Background: an optimization exercise with open tools, aiming at small area, a short achievable clock period and few clock cycles. Do not read the settings as production practice. Where RTL was checked, it was by simulation tests only, not by an equivalence proof against the original. No functional check of the RTL was part of runs 1 and 2. Power and IR drop assume default switching activity.

**flow/config.mk**
```make
export PLATFORM = sky130hd
export DESIGN_NAME = PPCPU
export DESIGN_NICKNAME = PPCPU
export VERILOG_FILES = /design/flow/design.v
export SDC_FILE = /design/flow/constraint.sdc
export NUM_CORES = 4
export LEC_CHECK = 0
export ABC_CLOCK_PERIOD_IN_PS = 3000
export CAP_MARGIN = 20
export CELL_PAD_IN_SITES_DETAIL_PLACEMENT = 1
export CELL_PAD_IN_SITES_GLOBAL_PLACEMENT = 2
export CORE_MARGIN = 2
export CORE_UTILIZATION = 35
export SETUP_SLACK_MARGIN = 5
export SLEW_MARGIN = 20
export SYNTH_HIERARCHICAL = 1
```
**flow/constraint.sdc**
```tcl
create_clock -name core_clock -period 10.0 [get_ports {Clock}]
set_input_delay 2.0000 -clock core_clock [delete_from_list [all_inputs] [get_ports {Clock}]]
set_output_delay 2.0000 -clock core_clock [all_outputs]
set_load 0.01 [all_outputs]
```
**flow/design.v**
```verilog
`timescale 1ns / 1ps
module PPCPU(Clock, reset, PC, inst, dmem_we, dmem_addr, dmem_wdata, dmem_rdata,
    rf_we, rf_wn, rf_wd
    );
	input Clock, reset;
	output [31:0] PC;		 
	input [31:0] inst;		 
	output dmem_we;			 
	output [4:0] dmem_addr;		 
	output [31:0] dmem_wdata;	 
	input [31:0] dmem_rdata;	 
	output rf_we;			 
	output [4:0] rf_wn;
	output [31:0] rf_wd;
	reg [7:0] pc;			 
	reg d_v;			 
	reg [31:0] d_inst;
	reg [7:0] d_alt;		 
	reg d_pt;			 
	reg e_wreg, e_store, e_beq, e_bne;	 
	reg e_load, e_pt;
	reg [31:0] e_a, e_b;
	reg [4:0] e_k5, e_rd;
	reg [7:0] e_alt;
	reg e_add, e_and, e_or, e_xor, e_srl, e_sll, e_pass;
	reg e_fa_r, e_fa_m, e_fa_w, e_fb_r, e_fb_m, e_fb_w;
	reg m_wreg, m_store, m_load;	 
	reg [31:0] m_res;
	reg [4:0] m_addr, m_rd;
	reg w_we;			 
	reg [31:0] w_wd;
	reg [4:0] w_rd;
	reg [31:0] rf [1:31];		 
	reg [31:1] rv;			 
	wire [5:0] f_op = inst[31:26];
	wire f_j  = (f_op == 6'b010010);
	wire f_bt = ((f_op == 6'b001111) | (f_op == 6'b010000)) & inst[25];
	wire [7:0] pc1 = pc + 8'd1;
	wire [7:0] f_btgt = pc1 + inst[17:10];
	wire f_rtype = (f_op == 6'b000000) | (f_op == 6'b000001);
	wire f_shift = (f_op == 6'b000010);
	wire f_itype = (f_op == 6'b000101) | (f_op == 6'b001001) | (f_op == 6'b001010) |
	               (f_op == 6'b001100) | (f_op == 6'b001101);
	wire f_msb   = (f_op == 6'b001110) | (f_op == 6'b001111) | (f_op == 6'b010000);
	wire f_urs = f_rtype | f_itype | f_msb;
	wire f_urt = f_rtype | f_shift | f_msb;
	wire d_load = d_v & (d_inst[31:26] == 6'b001101) & (d_inst[4:0] != 5'd0);
	wire f_stall = d_load & ((f_urs & (inst[9:5] == d_inst[4:0])) |
	                         (f_urt & (inst[4:0] == d_inst[4:0])));
	wire ex_redirect;
	always @(posedge Clock or negedge reset)
		if (!reset) begin
			pc <= 8'd0;
			d_v <= 1'b0;
		end else begin
			if (ex_redirect) pc <= e_alt;
			else if (!f_stall) pc <= f_j ? inst[7:0] : (f_bt ? f_btgt : pc1);
			d_v <= ~ex_redirect & ~f_stall & ~f_j;
		end
	always @(posedge Clock) begin
		d_inst <= inst;
		d_alt <= f_bt ? pc1 : f_btgt;
		d_pt <= f_bt;
	end
	assign PC = {22'b0, pc, 2'b00};
	wire [5:0] op = d_inst[31:26];
	wire [5:0] func = d_inst[25:20];
	wire [4:0] rs = d_inst[9:5];
	wire [4:0] rt = d_inst[4:0];
	wire [4:0] rd = d_inst[14:10];
	wire i_add  = (op == 6'b000000) & (func == 6'b000001);
	wire i_and  = (op == 6'b000001) & (func == 6'b000001);
	wire i_or   = (op == 6'b000001) & (func == 6'b000010);
	wire i_xor  = (op == 6'b000001) & (func == 6'b000100);
	wire i_srl  = (op == 6'b000010) & (func == 6'b000010);
	wire i_sll  = (op == 6'b000010) & (func == 6'b000011);
	wire i_addi = (op == 6'b000101);
	wire i_andi = (op == 6'b001001);
	wire i_ori  = (op == 6'b001010);
	wire i_xori = (op == 6'b001100);
	wire i_lw   = (op == 6'b001101);
	wire i_sw   = (op == 6'b001110);
	wire i_beq  = (op == 6'b001111);
	wire i_bne  = (op == 6'b010000);
	wire r_type = i_add | i_and | i_or | i_xor | i_srl | i_sll;
	wire i_alui = i_addi | i_andi | i_ori | i_xori;
	wire [4:0] dest = r_type ? rd : rt;
	wire wreg = (r_type | i_alui | i_lw) & (dest != 5'd0);
	wire use_rs = i_add | i_and | i_or | i_xor | i_alui | i_lw | i_sw | i_beq | i_bne;
	wire use_rt = r_type | i_sw | i_beq | i_bne;	 
	wire [31:0] immv = {{16{i_addi & d_inst[25]}}, d_inst[25:10]};
	wire [31:0] qa, qb;
	rf_read RA (.a(rs), .rv(rv), .rf_flat(rf_flat), .we(w_we), .wn(w_rd), .wd(w_wd), .q(qa));
	rf_read RB (.a(rt), .rv(rv), .rf_flat(rf_flat), .we(w_we), .wn(w_rd), .wd(w_wd), .q(qb));
	wire fa_m = use_rs & e_wreg & (rs == e_rd);
	wire fa_w = use_rs & m_wreg & (rs == m_rd) & ~fa_m;
	wire fb_m = use_rt & e_wreg & (rt == e_rd);
	wire fb_w = use_rt & m_wreg & (rt == m_rd) & ~fb_m;
	wire d_ok = d_v & ~ex_redirect;
	always @(posedge Clock or negedge reset)
		if (!reset) begin
			e_wreg <= 1'b0;
			e_store <= 1'b0;
			e_beq <= 1'b0;
			e_bne <= 1'b0;
		end else begin
			e_wreg <= d_ok & wreg;
			e_store <= d_ok & i_sw;
			e_beq <= d_ok & i_beq;
			e_bne <= d_ok & i_bne;
		end
	always @(posedge Clock) begin
		e_load <= i_lw;
		e_pt <= d_pt;
		e_a <= qa;
		e_b <= i_alui ? immv : qb;
		e_k5 <= (i_srl | i_sll) ? d_inst[19:15] : d_inst[14:10];
		e_rd <= dest;
		e_alt <= d_alt;
		e_add <= i_add | i_addi;
		e_and <= i_and | i_andi;
		e_or <= i_or | i_ori;
		e_xor <= i_xor | i_xori;
		e_srl <= i_srl;
		e_sll <= i_sll;
		e_pass <= i_sw;
		e_fa_r <= ~fa_m & ~fa_w;
		e_fa_m <= fa_m;
		e_fa_w <= fa_w;
		e_fb_r <= ~fb_m & ~fb_w;
		e_fb_m <= fb_m;
		e_fb_w <= fb_w;
	end
	wire [31:0] A = ({32{e_fa_r}} & e_a) | ({32{e_fa_m}} & m_res) | ({32{e_fa_w}} & w_wd);
	wire [31:0] B = ({32{e_fb_r}} & e_b) | ({32{e_fb_m}} & m_res) | ({32{e_fb_w}} & w_wd);
	wire [31:0] sum;
	add32 ADD (.a(A), .b(B), .s(sum));
	wire [31:0] sh = (e_sll ? rev32(B) : B) >> e_k5;
	wire [31:0] res = ({32{e_add}} & sum) | ({32{e_and}} & (A & B)) |
	                  ({32{e_or}} & (A | B)) | ({32{e_xor}} & (A ^ B)) |
	                  ({32{e_srl}} & sh) | ({32{e_sll}} & rev32(sh)) | ({32{e_pass}} & B);
	wire eq = (A == B);
	wire taken = (e_beq & eq) | (e_bne & ~eq);
	assign ex_redirect = (e_beq | e_bne) & (taken ^ e_pt);
	wire [4:0] addr = A[4:0] + e_k5;
	function [31:0] rev32(input [31:0] x);
		integer i;
		for (i = 0; i < 32; i = i + 1) rev32[i] = x[31 - i];
	endfunction
	always @(posedge Clock or negedge reset)
		if (!reset) begin
			m_wreg <= 1'b0;
			m_store <= 1'b0;
		end else begin
			m_wreg <= e_wreg;
			m_store <= e_store;
		end
	always @(posedge Clock) begin
		m_load <= e_load;
		m_res <= res;
		m_addr <= addr;
		m_rd <= e_rd;
	end
	assign dmem_we = m_store;
	assign dmem_addr = m_addr;
	assign dmem_wdata = m_res;
	always @(posedge Clock or negedge reset)
		if (!reset) w_we <= 1'b0;
		else w_we <= m_wreg;
	always @(posedge Clock) begin
		w_wd <= m_load ? dmem_rdata : m_res;
		w_rd <= m_rd;
	end
	assign rf_we = w_we;
	assign rf_wn = w_rd;
	assign rf_wd = w_wd;
	wire [32*32-1:0] rf_flat;
	assign rf_flat[31:0] = 32'b0;
	wire [31:0] wsel = 32'b1 << w_rd;
	genvar g, b;
	generate
		for (g = 1; g < 32; g = g + 1) begin : regs
			wire we_g = w_we & wsel[g];
			wire [31:0] nxt;
			for (b = 0; b < 32; b = b + 1) begin : bits
				c_ao22 h (.a1(we_g), .a2(w_wd[b]), .b1(~we_g), .b2(rf[g][b]), .x(nxt[b]));
			end
			assign rf_flat[32*g+31:32*g] = rf[g];
			always @(posedge Clock) rf[g] <= nxt;
		end
	endgenerate
	always @(posedge Clock or negedge reset)
		if (!reset) rv <= 31'b0;
		else if (w_we) rv[w_rd] <= 1'b1;
endmodule
module rf_read(a, rv, rf_flat, we, wn, wd, q);
	input [4:0] a;
	input [31:1] rv;
	input [32*32-1:0] rf_flat;
	input we;
	input [4:0] wn;
	input [31:0] wd;
	output [31:0] q;
	wire wt = we && (wn == a) && (a != 5'd0);
	wire [31:0] dec = 32'b1 << a;
	wire [31:1] s = dec[31:1] & rv & {31{~wt}};	 
	wire [8:1] z = dec[8:1] & ~rv[8:1] & {8{~wt}};	 
	wire [3:0] init = {z[8], z[4] | z[5] | z[6] | z[7],
	                   z[2] | z[3] | z[6] | z[7], z[1] | z[3] | z[5] | z[7]};
	genvar b, k;
	generate
		for (b = 0; b < 32; b = b + 1) begin : bits
			wire [10:0] y;
			for (k = 0; k < 10; k = k + 1) begin : t
				c_a222oi c (.a1(s[3*k+1]), .a2(rf_flat[32*(3*k+1)+b]),
				            .b1(s[3*k+2]), .b2(rf_flat[32*(3*k+2)+b]),
				            .c1(s[3*k+3]), .c2(rf_flat[32*(3*k+3)+b]), .y(y[k]));
			end
			c_a22oi c10 (.a1(s[31]), .a2(rf_flat[32*31+b]), .b1(wt), .b2(wd[b]), .y(y[10]));
			if (b < 4) begin : lo
				assign q[b] = ~(&y) | init[b];
			end else begin : hi
				assign q[b] = ~(&y);
			end
		end
	endgenerate
endmodule
module add32(a, b, s);
	input [31:0] a, b;
	output [31:0] s;
	wire [31:0] g0 = a & b, p0 = a ^ b;
	reg [31:0] g, p;
	integer l, i, j;
	always @(*) begin
		g = g0;
		p = p0;
		for (l = 0; l < 5; l = l + 1)
			for (i = 0; i < 32; i = i + 1)
				if ((i >> l) & 1) begin
					j = ((i >> l) << l) - 1;
					g[i] = g[i] | (p[i] & g[j]);
					p[i] = p[i] & p[j];
				end
	end
	assign s = p0 ^ {g[30:0], 1'b0};
endmodule
module c_a222oi(a1, a2, b1, b2, c1, c2, y);
	input a1, a2, b1, b2, c1, c2;
	output y;
	assign y = ~((a1 & a2) | (b1 & b2) | (c1 & c2));
endmodule
module c_a22oi(a1, a2, b1, b2, y);
	input a1, a2, b1, b2;
	output y;
	assign y = ~((a1 & a2) | (b1 & b2));
endmodule
module c_ao22(a1, a2, b1, b2, x);
	input a1, a2, b1, b2;
	output x;
	assign x = (a1 & a2) | (b1 & b2);
endmodule
```
**flow/run.sh**
```bash
#!/bin/bash
# synth_recipe.tcl (not shown) runs the flow's synth.tcl, then flattens the netlist and writes it again
# the make line also repeats each setting of config.mk as NAME=value (left out here)
make -C /OpenROAD-flow-scripts/flow DESIGN_CONFIG=/design/flow/config.mk WORK_HOME=/design/flow/orfs CLKGATE_MAP_FILE= SYNTH_SCRIPT=/design/flow/synth_recipe.tcl finish
```
==> impl_results.md, run 1 <==
* Synth area leaders: dfxtp_1, a22o_1, a222oi_1
* Reg-to-reg endpoint: e_b[2]
* # H-tree levels at 4
* Crit path arrival time at 5.64 ns
* Final setup violation count at 0
* Final worst slack at 5.03 ns
* Die height at 400 µm
* # DRC at 0
* Dominant synthesized flop cell: dfxtp_1
* Vias per cell at 7.12
* Post-synth cell types at 99
* Grt ovf at 0
* Initial antenna violation count at 18
* Slew @ Worst Pin at 1.19 ns
* WP data required at 10.68 ns
* Clock latency on the worst-skew pair at 0.81 ns
* Total routed wirelength at 303 mm
* Area Growth Syn to Fin at 19.5%
* Mapped Avg Cell Area at 11.3 µm²
* Synth top area share at 0.442
* Post-synth EDFFs at 0
* Vias at 53.2k
* Num CTS Buffers at 150
* Reg2reg start: d_inst[0]
* Clk sink count at 1257
* FF+latch count, synth at 1257
* Largest net degree at the start of global routing at 64
* CTS tree: built
* CP Class: flip-flop to flip-flop
* Placer Congestion at 0.952
* CP Launch Type: flip-flop
* FF-to-FF path depth at 11
* Post-Syn Area at 54800 µm²
* Hold Fails Final Rpt at 0
* Max VDD drop at 0.000193 V
* Core Box Area at 156000 µm²
* Area after DPL at 60300 µm²
* Port Buffer Count at 149
* Share of layout cells above drive strength 1 at 0.146
* IO Count at 174
* DR iter-0 viols at 9858
* Worst Skew at 0.0313 ns
* Max_cap viols at 0
* CP Capture Type: flip-flop
* Post-route minimum period at 4.97 ns
* Synth area leader: dfxtp_1
* First-pass GRT wire length at 418 mm
* Leakage at 25.5 nW
* Worst-path clk slew at 0.06 ns
* Crit-path max FO at 32
* Post-DP HPWL at 198 mm
* Setup crit end: e_b[2]
* Final Cycle Share at 0.497
* Die Footprint at 160000 µm²
* Pre-CTS setup slack at 4.65 ns
* DRT Pass-1 Iters at 11
* Routed Antenna Nets at 0
* Rows at 145
* Yosys warns at 10
* Pwr Density at 178 nW/µm²
* Reg2Reg Setup Slack at 5.03 ns
* Setup_tns at 0 ns
* Ys async rst share at 0.0374
* Tightest Hold Check Type: flip-flop to flip-flop
* Nets at 5473
* Die width at 400 µm
* Drt wl/cell at 40.6 µm
* Starting Density at 0.352
* Finished Cell Area at 65500 µm²
* Max-slew violations at 0
* Status: no timing/DRC/antenna violations
* Root Driver: clkbuf_16
* Number of cells produced by synthesis at 4853
* CTS max path bufs at 3
* Worst slew margin at 0.205
* Tot GR Track Use at 0.366
* Highest clock rate at 201 MHz
* Sequential cell area fraction in the yosys report at 0.463
* Vias in the first global route at 50.3k
* Crit path from: d_inst[0]
* RSZ-0062 raised after global routing: true
[Yosys cell counts, types with 18 or more instances]
library cell,instances
xnor2_1,43
a21oi_1,54
nand2_1,140
dfxtp_1,1210
nand4_1,201
a221o_1,18
xor2_1,45
ha_1,118
a21o_1,59
o21ai_0,68
dfrtp_1,47
and3_1,39
mux2_2,70
buf_4,27
nor3_1,45
o21ai_1,18
a22oi_2,65
inv_1,138
a222oi_1,704
mux4_2,24
mux2i_1,108
nor2b_1,27
nor4_1,21
a221oi_1,35
nand3_1,62
clkbuf_1,63
a22o_1,997
nor2_1,152
[per-module statistics from Yosys (local to each module, per instance)]
module / cells / flip-flops and latches
rf_read: 226 / 0
PPCPU: 2520 / 1257
c_a22oi: 1 / 0
c_ao22: 1 / 0
c_a222oi: 1 / 0
add32: 185 / 0
[metrics by stage]
step	std cells	hold slack (ns)	util	power (mW)
after floorplan	4876	0.310	-	5.72
after global placement	7171	0.310	0.387	5.99
after detailed placement	7174	0.316	0.387	5.99
after CTS	7446	0.330	0.420	11.7
after global routing	7457	0.335	0.420	12.0
final	7462	0.328	0.420	11.6
[layout by cell type, fill, tap and decap left out, types with 59 or more instances in the layout]
master              n
a21o_1             59
a222oi_1          704
a22o_1            997
a22oi_2            65
buf_4             241
clkbuf_16         156
clkdlybuf4s50_1   148
dfxtp_1          1170
ha_1              118
inv_1             137
mux2_2             70
mux2i_1           108
nand2_1           132
nand4_1           201
nor2_1            127
o21ai_0            68
[sequential cells by signal (all words and copies together), names as in the netlist, 31 cells and up]
signal and count:
e_a 32, m_res 32, rv 31, rf 992
e_b 32, d_inst 32, w_wd 32
[worst max-delay path, stage by stage (launching register included)]
cell      delay, ns
dfxtp_2        0.62
nor3_2         0.16
a221oi_1       0.28
and3_4         0.61
buf_6          0.48
nor3_2         0.11
buf_4          0.33
a222oi_1       0.66
nand4_1        0.37
nor3_1         0.51
o41ai_1        0.25
mux2_2         0.31
[per-layer routing]
| layer | track usage | share of wire | vias to the layer above |
|---|---|---|---|
| met5 | 0 | 0.000043 | - |
| met4 | 0.156 | 0.047 | 2 |
| met3 | 0.0939 | 0.11 | 507 |
| met2 | 0.534 | 0.42 | 3259 |
| met1 | 0.509 | 0.42 | 27500 |
| li1 | - | - | 21900 |
[worst min-delay path by stage]
stage               startpoint        to  slack (ns)  cells after the start
global route          d_alt[6]  e_alt[6]        0.33                      0
finish                d_alt[4]  e_alt[4]        0.33                      0
global placement      d_alt[7]  e_alt[7]        0.31                      0
floorplan             d_alt[0]  e_alt[0]        0.31                      0
CTS                   d_alt[6]  e_alt[6]        0.33                      0
detailed placement    d_alt[3]  e_alt[3]        0.32                      0
[where the power goes]
part,switching (mW),total [mW],internal [mW]
Sequential,0.102,5.21,5.11
Clock,2.34,5.74,3.40
Combinational,0.389,0.687,0.299
[area by class of cell]
cell class              count  area, µm²
clock buffers             226       4500
clock inverters            43        599
inverters                 144        541
flip-flops and latches   1257      25500
diodes                      5       12.5
repair buffers            394       3330
well taps                2058       2570
fillers                 16700      90300
multi-input cells        3335      28500
[logic make-up after synthesis]
| family | count (synthesis) | share of synthesized area |
|---|---|---|
| AOI/OAI and AO/OA | 2136 | 0.351 |
| xor gates and xnor gates | 88 | 0.0141 |
| adders and majority gates | 126 | 0.0297 |
| buffers and inverters | 284 | 0.0250 |
| DFF | 1257 | 0.463 |
| muxes | 205 | 0.0448 |
| other | 1 | 0.0000684 |
| and+or+nand+nor | 756 | 0.0719 |
[timing repair]
action / in CTS / in global routing
hold buffers: 0 / 0
resized for setup: 2 / 11
hold endpoints to repair: 0 / 0
pin swaps: 3 / 9
setup buffers: 3 / 11
endpoints found under the setup margin: 21 / 51
==> run 2: changes to the inputs <==
==> flow/flow/run.sh (new file) <==
#!/bin/bash
set -euo pipefail
bash standard.sh SETUP_SLACK_MARGIN=6.5 finish > standard_make.log 2>&1
==> flow/standard.sh (new file) <==
#!/bin/bash
# synth_recipe.tcl (not shown) runs the flow's synth.tcl, then flattens the netlist and writes it again
# the make line also repeats each setting of config.mk as NAME=value (left out here)
make -C /OpenROAD-flow-scripts/flow DESIGN_CONFIG=/design/flow/config.mk WORK_HOME=/design/flow/orfs CLKGATE_MAP_FILE= SYNTH_SCRIPT=/design/flow/synth_recipe.tcl "${@:-finish}"
--- a/flow/config.mk
+++ b/flow/config.mk
@@ -12,5 +12,4 @@
 export CORE_MARGIN = 2
 export CORE_UTILIZATION = 35
-export SETUP_SLACK_MARGIN = 5
 export SLEW_MARGIN = 20
 export SYNTH_HIERARCHICAL = 1
removed: flow/run.sh
==> run 2 against run 1 <==
Critical path depth grew 7. Flip-flop and latch count is the same. Sequential power is essentially flat. Synthesized cell count is the same. Power shrank 0.84%. Still clean on timing, DRC and antenna. Clock power shrank 4.2%. Non-clock buffer count grew 308. First-iteration DRC count grew 5.0%.
==> impl_results.md, run 2 <==
* Status: no timing/DRC/antenna violations
* Grt ovf at 0
* Most instantiated cells after synthesis: dfxtp_1, a22o_1, a222oi_1, nand4_1, nor2_1
* Max reg flops at 992
* Largest net degree at the start of global routing at 64
* CP Class: flip-flop to flip-flop
* Levels on crit path at 18
* Dominant synthesized flop cell: dfxtp_1
* Final worst slack at 5.80 ns
* Critical Path, Cell by Cell: buf_12 > a222oi_1 > buf_4 > inv_4 > ha_4 > fa_2 > a211oi_4 > buf_4 > o21ai_2 > a21oi_2 > o21ai_2 > fa_2 > xor2_1 > a221oi_1 > o21ai_1 > a31oi_1 > o21ai_0 > a221o_1
* Crit path arrival time at 4.86 ns
* DP Cell Count at 7161
* Die Footprint at 160000 µm²
* # H-tree levels at 4
* Share of layout cells above drive strength 1 at 0.247
* Worst hold start: e_load
* Commonest non-fill, non-tap cell in the layout: dfxtp_1
* Tot GR Track Use at 0.387
* Number of cells produced by synthesis at 4853
* Nets at 5781
* Reg2Reg Setup Slack at 5.80 ns
* Num CTS Buffers at 148
* Vias per cell at 7.13
* Leakage at 27.8 nW
* Worst Skew at 0.0346 ns
* Initial antenna violation count at 21
* # DRC at 0
* Ys async rst share at 0.0374
* Tightest Hold Check Type: flip-flop to flip-flop
* Pwr Density at 162 nW/µm²
* Setup_tns at 0 ns
* Sequential cell area fraction in the yosys report at 0.463
* Drt wl/cell at 42.0 µm
* Root Driver: clkbuf_16
* CTS tree: built
* Placer Congestion at 0.941
* Family with the most delay on the worst path: compound AO/OA/AOI/OAI gates
* Reg2reg start: e_fb_r
* Vias in the first global route at 52.2k
* Port Buffer Count at 149
* Max-slew violations at 0
* First-pass GRT wire length at 437 mm
* CP Launch Type: flip-flop
* Mapped Avg Cell Area at 11.3 µm²
* CTS max path bufs at 3
* Die width at 400 µm
* Post-synth EDFFs at 0
* FF+latch count, synth at 1257
* Clock latency on the worst-skew pair at 0.81 ns
* FF-to-FF path depth at 18
* Reg-to-reg endpoint: m_res[9]
* Clk sink count at 1257
* Max VDD drop at 0.000179 V
* Most frequent cell after synthesis: dfxtp_1
* Starting Density at 0.352
* RSZ-0062 raised after global routing: true
* Post-DP HPWL at 194 mm
* Pre-CTS setup slack at 4.81 ns
* CP Capture Type: flip-flop
* DR iter-0 viols at 10.3k
* Max_cap viols at 0
* Die height at 400 µm
* Slew @ Worst Pin at 1.33 ns
* WP data required at 10.67 ns
* Setup crit end: m_res[9]
* Crit path from: e_fb_r
* Core Box Area at 156000 µm²
* Synth area leader: dfxtp_1
* Critical Path Max Stage Delay at 0.39 ns
* Final setup violation count at 0
* DRT Pass-1 Iters at 11
* Total routed wirelength at 327 mm
* Vias at 55.4k
* Hold Fails Final Rpt at 0
* Area Growth Syn to Fin at 29.7%
* Yosys warns at 10
* Post-Syn Area at 54800 µm²
* Rows at 145
* Synth top area share at 0.442
* Worst-path clk slew at 0.06 ns
* Tot Pwr at 11.5 mW
* Synth area leaders: dfxtp_1, a22o_1, a222oi_1
* Crit-path max FO at 7
* Post-route minimum period at 4.20 ns
* IO Count at 174
* Worst slew margin at 0.116
* Highest clock rate at 238 MHz
* Final std cells w/o fill at 7771
* Post-synth cell types at 99
* Final Cycle Share at 0.420
* Critical Path Slowest Stage Cell: dfxtp_4
* CP Buf/Inv Count at 4
* Commonest non-fill, non-tap cells in the layout: dfxtp_1, a22o_1, a222oi_1, buf_4, nand4_1
* Routed Antenna Nets at 0
* Register with the most flip-flops: rf
-- run 2: cell types whose count changed in the layout (fill, tap and decap cells not counted), moves of 33 or more --
cell and change:
nor2_4 +33, nor2_1 -56, ha_1 -33, dfxtp_1 -43
dfxtp_4 +47, buf_12 +66, buf_4 +173, clkdlybuf4s50_1 -81
buf_6 +42
-- run 2: per-stage QoR --
| step | util | hold WS, ns | cell area [µm²] |
|---|---|---|---|
| after floorplan | - | 0.310 | 55200 |
| after global placement | 0.388 | 0.310 | 60400 |
| after detailed placement | 0.388 | 0.313 | 60400 |
| after CTS | 0.444 | 0.327 | 69300 |
| after global routing | 0.456 | 0.333 | 71100 |
| final | 0.456 | 0.324 | 71100 |
-- run 2: cell families after synthesis --
logic type | after synthesis | synth area share
compound gates | 2136 | 0.351
mux | 205 | 0.0448
other cells | 1 | 0.0000684
xor+xnor | 88 | 0.0141
simple gates | 756 | 0.0719
fa+ha+maj | 126 | 0.0297
flops | 1257 | 0.463
buf+inv | 284 | 0.0250
-- run 2: layout make-up --
| cell class | instances | area (µm²) |
|---|---|---|
| Clock inverter | 52 | 563 |
| Timing Repair Buffer | 702 | 7220 |
| Clock buffer | 209 | 4280 |
| Tap cell | 2058 | 2570 |
| Multi-Input combinational cell | 3337 | 30200 |
| Inverter | 144 | 567 |
| Antenna cell | 12 | 30.0 |
| Sequential cell | 1257 | 25600 |
| Fill cell | 16400 | 84800 |
-- run 2: per-layer routing --
layer,track usage,vias to the layer above,wire (µm),share of wire
li1,-,22600,-,-
met1,0.524,28800,133000,0.41
met2,0.559,3539,137000,0.42
met3,0.122,552,40400,0.12
met4,0.171,8,16000,0.049
met5,0,-,55,0.00017
-- run 2: modules after synthesis (local to each module, per instance) --
module	cells	copies in the design	flip-flops and latches	area, µm²
PPCPU	2520	1	1257	34900
add32	185	1	0	1450
rf_read	226	2	0	1310
c_a22oi	1	64	0	12.5
c_a222oi	1	640	0	10.0
c_ao22	1	992	0	8.76
-- run 2: worst min path at each step --
stage	end	slack, ns	cells past startpoint
floorplan	e_alt[0]	0.31	0
global placement	m_load	0.31	0
detailed placement	e_alt[0]	0.31	0
CTS	m_load	0.33	0
global route	e_alt[5]	0.33	0
finish	m_load	0.32	0
-- run 2: worst register-to-register path, delay by kind of cell (launching register included) --
| kind | cells | cell delay (ns) |
|---|---|---|
| AO/OA/AOI/OAI | 10 | 2.03 |
| flip-flops | 1 | 0.39 |
| adder cells (fa/ha/maj) | 3 | 0.91 |
| buffers and inverters | 4 | 0.58 |
| XOR/XNOR | 1 | 0.17 |
-- run 2: repair_timing --
action / in CTS / in global routing
buffers inserted: 226 / 83
pin swaps: 117 / 160
hold buffers: 0 / 0
resized for setup: 641 / 192
endpoints found under the setup margin: 286 / 190
gates cloned: 16 / 12
-- run 2: report_power, final --
part | internal, mW | switching, mW
combinational | 0.380 | 0.479
clock | 3.13 | 2.37
sequential | 5.10 | 0.0812
==> run 3: changes to the inputs <==
--- a/flow/design.v
+++ b/flow/design.v
@@ -134,18 +134,14 @@
 	wire [31:0] A = ({32{e_fa_r}} & e_a) | ({32{e_fa_m}} & m_res) | ({32{e_fa_w}} & w_wd);
 	wire [31:0] B = ({32{e_fb_r}} & e_b) | ({32{e_fb_m}} & m_res) | ({32{e_fb_w}} & w_wd);
-	wire [31:0] sum;
-	add32 ADD (.a(A), .b(B), .s(sum));
-	wire [31:0] sh = (e_sll ? rev32(B) : B) >> e_k5;
+	wire [31:0] sum = A + B;
+	wire [31:0] shr = B >> e_k5;
+	wire [31:0] shl = B << e_k5;
 	wire [31:0] res = ({32{e_add}} & sum) | ({32{e_and}} & (A & B)) |
 	                  ({32{e_or}} & (A | B)) | ({32{e_xor}} & (A ^ B)) |
-	                  ({32{e_srl}} & sh) | ({32{e_sll}} & rev32(sh)) | ({32{e_pass}} & B);
+	                  ({32{e_srl}} & shr) | ({32{e_sll}} & shl) | ({32{e_pass}} & B);
 	wire eq = (A == B);
 	wire taken = (e_beq & eq) | (e_bne & ~eq);
 	assign ex_redirect = (e_beq | e_bne) & (taken ^ e_pt);
 	wire [4:0] addr = A[4:0] + e_k5;
-	function [31:0] rev32(input [31:0] x);
-		integer i;
-		for (i = 0; i < 32; i = i + 1) rev32[i] = x[31 - i];
-	endfunction
 	always @(posedge Clock or negedge reset)
 		if (!reset) begin
@@ -177,15 +173,10 @@
 	wire [32*32-1:0] rf_flat;
 	assign rf_flat[31:0] = 32'b0;
-	wire [31:0] wsel = 32'b1 << w_rd;
-	genvar g, b;
+	genvar g;
 	generate
 		for (g = 1; g < 32; g = g + 1) begin : regs
-			wire we_g = w_we & wsel[g];
-			wire [31:0] nxt;
-			for (b = 0; b < 32; b = b + 1) begin : bits
-				c_ao22 h (.a1(we_g), .a2(w_wd[b]), .b1(~we_g), .b2(rf[g][b]), .x(nxt[b]));
-			end
 			assign rf_flat[32*g+31:32*g] = rf[g];
-			always @(posedge Clock) rf[g] <= nxt;
+			always @(posedge Clock)
+				if (w_we && w_rd == g) rf[g] <= w_wd;
 		end
 	endgenerate
@@ -202,60 +193,18 @@
 	input [31:0] wd;
 	output [31:0] q;
+	reg [31:0] sel;
+	reg v;
+	integer i;
+	always @(*) begin
+		sel = 32'b0;
+		v = 1'b0;
+		for (i = 1; i < 32; i = i + 1)
+			if (a == i) begin
+				sel = rf_flat[32*i +: 32];
+				v = rv[i];
+			end
+	end
+	wire [31:0] init = (a != 5'd0 && a <= 5'd8) ? {27'b0, a} : 32'b0;
 	wire wt = we && (wn == a) && (a != 5'd0);
-	wire [31:0] dec = 32'b1 << a;
-	wire [31:1] s = dec[31:1] & rv & {31{~wt}};	 
-	wire [8:1] z = dec[8:1] & ~rv[8:1] & {8{~wt}};	 
-	wire [3:0] init = {z[8], z[4] | z[5] | z[6] | z[7],
-	                   z[2] | z[3] | z[6] | z[7], z[1] | z[3] | z[5] | z[7]};
-	genvar b, k;
-	generate
-		for (b = 0; b < 32; b = b + 1) begin : bits
-			wire [10:0] y;
-			for (k = 0; k < 10; k = k + 1) begin : t
-				c_a222oi c (.a1(s[3*k+1]), .a2(rf_flat[32*(3*k+1)+b]),
-				            .b1(s[3*k+2]), .b2(rf_flat[32*(3*k+2)+b]),
-				            .c1(s[3*k+3]), .c2(rf_flat[32*(3*k+3)+b]), .y(y[k]));
-			end
-			c_a22oi c10 (.a1(s[31]), .a2(rf_flat[32*31+b]), .b1(wt), .b2(wd[b]), .y(y[10]));
-			if (b < 4) begin : lo
-				assign q[b] = ~(&y) | init[b];
-			end else begin : hi
-				assign q[b] = ~(&y);
-			end
-		end
-	endgenerate
+	assign q = wt ? wd : (v ? sel : init);
 endmodule
-module add32(a, b, s);
-	input [31:0] a, b;
-	output [31:0] s;
-	wire [31:0] g0 = a & b, p0 = a ^ b;
-	reg [31:0] g, p;
-	integer l, i, j;
-	always @(*) begin
-		g = g0;
-		p = p0;
-		for (l = 0; l < 5; l = l + 1)
-			for (i = 0; i < 32; i = i + 1)
-				if ((i >> l) & 1) begin
-					j = ((i >> l) << l) - 1;
-					g[i] = g[i] | (p[i] & g[j]);
-					p[i] = p[i] & p[j];
-				end
-	end
-	assign s = p0 ^ {g[30:0], 1'b0};
-endmodule
-module c_a222oi(a1, a2, b1, b2, c1, c2, y);
-	input a1, a2, b1, b2, c1, c2;
-	output y;
-	assign y = ~((a1 & a2) | (b1 & b2) | (c1 & c2));
-endmodule
-module c_a22oi(a1, a2, b1, b2, y);
-	input a1, a2, b1, b2;
-	output y;
-	assign y = ~((a1 & a2) | (b1 & b2));
-endmodule
-module c_ao22(a1, a2, b1, b2, x);
-	input a1, a2, b1, b2;
-	output x;
-	assign x = (a1 & a2) | (b1 & b2);
-endmodule
==> flow/run.sh (new file) <==
#!/bin/bash
# synth_recipe.tcl (not shown) runs the flow's synth.tcl, then flattens the netlist and writes it again
# the make line also repeats each setting of config.mk as NAME=value (left out here)
make -C /OpenROAD-flow-scripts/flow DESIGN_CONFIG=/design/flow/config.mk WORK_HOME=/design/flow/orfs CLKGATE_MAP_FILE= SYNTH_SCRIPT=/design/flow/synth_recipe.tcl finish
--- a/flow/config.mk
+++ b/flow/config.mk
@@ -6,5 +6,4 @@
 export NUM_CORES = 4
 export LEC_CHECK = 0
-export ABC_CLOCK_PERIOD_IN_PS = 3000
 export CAP_MARGIN = 20
 export CELL_PAD_IN_SITES_DETAIL_PLACEMENT = 1
@@ -13,3 +12,2 @@
 export CORE_UTILIZATION = 35
 export SLEW_MARGIN = 20
-export SYNTH_HIERARCHICAL = 1
removed: flow/flow/run.sh
removed: flow/standard.sh
==> run 3 against run 2 <==
Largest power group is now sequential cells. Count of clock-buffer cells in the layout fell by 25. Area after synthesis rose by 15%. Design area rose by 3.4%.
==> impl_results.md, run 3 <==
* Status: no timing/DRC/antenna violations
* First-pass GRT wire length at 532 mm
* Setup_tns at 0 ns
* Max Used Layer: met5
* Nets at 6077
* Number of cells produced by synthesis at 5725
* Clk sink count at 1257
* Tot GR Track Use at 0.426
* Worst hold start: d_alt[0]
* Pwr Density at 186 nW/µm²
* Vias at 59.6k
* Dominant synthesized flop cell: edfxtp_1
* Hold Fails Final Rpt at 0
* Util after Layout at 0.411
* CP Capture Type: flip-flop
* Final Cycle Share at 0.549
* Slew @ Worst Pin at 1.27 ns
* Core Box Area at 179000 µm²
* FF-to-FF path depth at 11
* Crit path from: d_inst[3]
* Crit path arrival time at 6.23 ns
* DRT Pass-1 Iters at 7
* Drt wl/cell at 48.1 µm
* Ys async rst share at 0.0374
* Reg2reg start: d_inst[3]
* RSZ-0062 raised after global routing: false
* DR iter-0 viols at 10.8k
* Sequential power share at 0.433
* Post-DP HPWL at 284 mm
* Combinational Power Share at 0.146
* Tot Pwr at 13.6 mW
* Storage element area at 35400 µm²
* Share of layout cells above drive strength 1 at 0.140
* Final setup violation count at 0
* Pre-CTS setup slack at 4.87 ns
* Most instantiated cells after synthesis: edfxtp_1, nand2_1, nor2_1, a22oi_1, o21ai_0
* Worst slew margin at 0.148
* Max VDD drop at 0.000135 V
* Die Footprint at 184000 µm²
* Post-synth cell types at 111
* Worst-path clk slew at 0.06 ns
* Sequential cell area fraction in the yosys report at 0.559
* Commonest non-fill, non-tap cell in the layout: edfxtp_1
* Vias in the first global route at 57.1k
* Internal power at 9.63 mW
* Critical Path Slowest Stage Cell: a2111oi_0
* Sw Pwr at 4.01 mW
* Largest net degree at the start of global routing at 74
* Most frequent cell after synthesis: edfxtp_1
* Final std cells w/o fill at 8417
* Compound-cell area share of the yosys netlist at 0.222
* Post-route minimum period at 5.49 ns
* Fillers at 19.2k
* Max reg flops at 992
* WL met3 at 50.4 mm
* Synth area leader: edfxtp_1
* Total routed wirelength at 405 mm
* Synth area leaders: edfxtp_1, dfxtp_1, a22oi_1
* Post-synth EDFFs at 992
* Final worst slack at 4.51 ns
* Clock latency on the worst-skew pair at 0.83 ns
* Area Growth Syn to Fin at 16.4%
* Adder-Cell Fraction of Synth Area at 0.0185
* Critical Path, Cell by Cell: buf_4 > or3b_1 > buf_4 > nor2_2 > buf_4 > a22oi_1 > nand3_1 > o221ai_1 > a2111oi_0 > a211oi_1 > nor3_1
* Clk pwr share at 0.421
* Reg2Reg Setup Slack at 4.51 ns
* CTS resizes at 0
* Worst Skew at 0.0334 ns
* Synth Area in Simple Gates at 0.111
* Root Driver: clkbuf_16
* DP Cell Count at 8117
* Commonest non-fill, non-tap cells in the layout: edfxtp_1, nand2_1, a22oi_1, o21ai_0, a21oi_1
* WP data required at 10.75 ns
* CP Launch Type: flip-flop
* Vias per cell at 7.08
* Die height at 429 µm
* Routed Antenna Nets at 0
* Port Buffer Count at 149
* Tightest Hold Check Type: flip-flop to flip-flop
* IO Count at 174
* Yosys warns at 3
* Initial antenna violation count at 41
* Multi-input logic area at 25900 µm²
* Worst Hold End: e_alt[0]
* Starting Density at 0.353
* Synth top area share at 0.472
* Leakage at 24.6 nW
* # DRC at 0
* Grt ovf at 0
* Hold buffers post-CTS at 0
* Met2 wire length at 167 mm
* M1 WL at 163 mm
* Die width at 429 µm
* Num CTS Buffers at 152
* Hold Crit Depth at 0
* Rows at 155
* CTS tree: built
* Crit-path max FO at 32
* Switching Share at 0.294
* Highest clock rate at 182 MHz
* Post-CTS Setup Bufs at 0
* Mux cell area share after synthesis at 0.0378
* CP Buf/Inv Count at 3
* CP Class: flip-flop to flip-flop
* Reg-to-reg endpoint: e_b[1]
* # H-tree levels at 4
* CTS max path bufs at 3
* Critical Path Max Stage Delay at 1.06 ns
* Placer Congestion at 0.976
* Max_cap viols at 0
* Post-Syn Area at 63200 µm²
* Mapped Avg Cell Area at 11.0 µm²
* FF+latch count, synth at 1257
* Family with the most delay on the worst path: compound AO/OA/AOI/OAI gates
* Register with the most flip-flops: rf
* Largest family of logic cells by synthesized area: compound AO/OA/AOI/OAI gates
* Most frequent CP cell: buf_4
* Post-Synth XOR/XNOR Area at 0.0112
* Max-slew violations at 0
[run 3: worst max path at each step]
stage                end  cells past startpoint
6_report          e_b[1]                     11
5_1_grt        m_res[24]                     14
4_1_cts            pc[7]                     11
2_1_floorplan      pc[6]                     10
3_5_place_dp       pc[7]                     11
3_3_place_gp       pc[7]                     12
[run 3: cell type report]
cell class	instances	area share
multi-input cells	3955	0.353
flip-flops and latches	1257	0.482
clock buffers	184	0.0551
repair buffers	445	0.0510
inverters	109	0.00557
diodes	16	0.000545
clock inverters	96	0.0132
well taps	2355	0.0401
[run 3: worst reg2reg max path, stage by stage (launching register included)]
cell       delay, ns
dfxtp_4         0.68
buf_4           0.61
or3b_1          0.57
buf_4           0.30
nor2_2          0.70
buf_4           0.53
a22oi_1         0.16
nand3_1         0.13
o221ai_1        0.29
a2111oi_0       1.06
a211oi_1        0.15
nor3_1          0.22
[run 3: cells by family (layout without fill, tap and decap cells)]
| family | Yosys count | in the layout |
|---|---|---|
| compound gates | 2036 | 2036 |
| simple gates | 1503 | 1503 |
| fa+ha+maj | 92 | 92 |
| mux | 219 | 219 |
| other cells | 1 | 40 |
| buf+inv | 536 | 834 |
| xor+xnor | 81 | 81 |
| flops | 1257 | 1257 |
[run 3: power by group through the flow]
stage          registers, mW  clock network, mW  logic (mW)
5_1_grt                 5.92               5.96        2.06
3_3_place_gp            6.02                  0        1.91
6_report                5.91               5.75        1.99
2_1_floorplan           5.95                  0       0.994
3_5_place_dp            6.01                  0        1.91
4_1_cts                 5.91               5.76        1.92
[run 3: layer usage]
metal	up-vias	global-route usage
met4	12	0.227
met2	4810	0.605
met1	30900	0.583
met5	-	0
li1	22900	-
met3	986	0.123
[run 3: per-stage QoR]
step                      cell area, µm²  hold slack (ns)
after floorplan                    63200            0.310
after global placement             68400            0.311
after detailed placement           68400            0.313
after global routing               73500            0.331
after CTS                          73400            0.320
final                              73500            0.324
Testbench counts of run 3, summed over its fixed seeds: cycles 33,338.

-- port drivers added, routing unchanged --
The flow's constraints put no driver on any port. The routed layouts listed below were extracted and timed again, unchanged, in two steps. Step 1, drivers: a clkbuf_16 drives Clock and a buf_2 each remaining input, both assumed. Step 2 times the ports against the registers' clock, not the clock port: input delays grow and output delays shrink by t, the midpoint of the rising clock arrivals with the driver on. Three values: ideal, step 1, step 2; two values: the first two.
run | t (ns) | setup WS [ns] | worst hold slack (ns) | clock arrival spread, ns | worst data-port slew with drivers (ns)
run 1 | 0.883 | 5.033 / 5.033 / 4.972 | 0.328 / 0.328 / 0.328 | 0.035 / 0.035 | 0.06
run 2 | 0.872 | 5.803 / 5.803 / 5.575 | 0.324 / 0.324 / 0.324 | 0.036 / 0.036 | 0.08
run 3 | 0.912 | 4.514 / 4.514 / 4.514 | 0.324 / 0.324 / 0.324 | 0.041 / 0.042 | 0.17
After both steps every run listed still meets setup and hold. The setup slack of run 2, which loses most, moves by 0.000 ns with the drivers and by -0.228 ns with both steps.
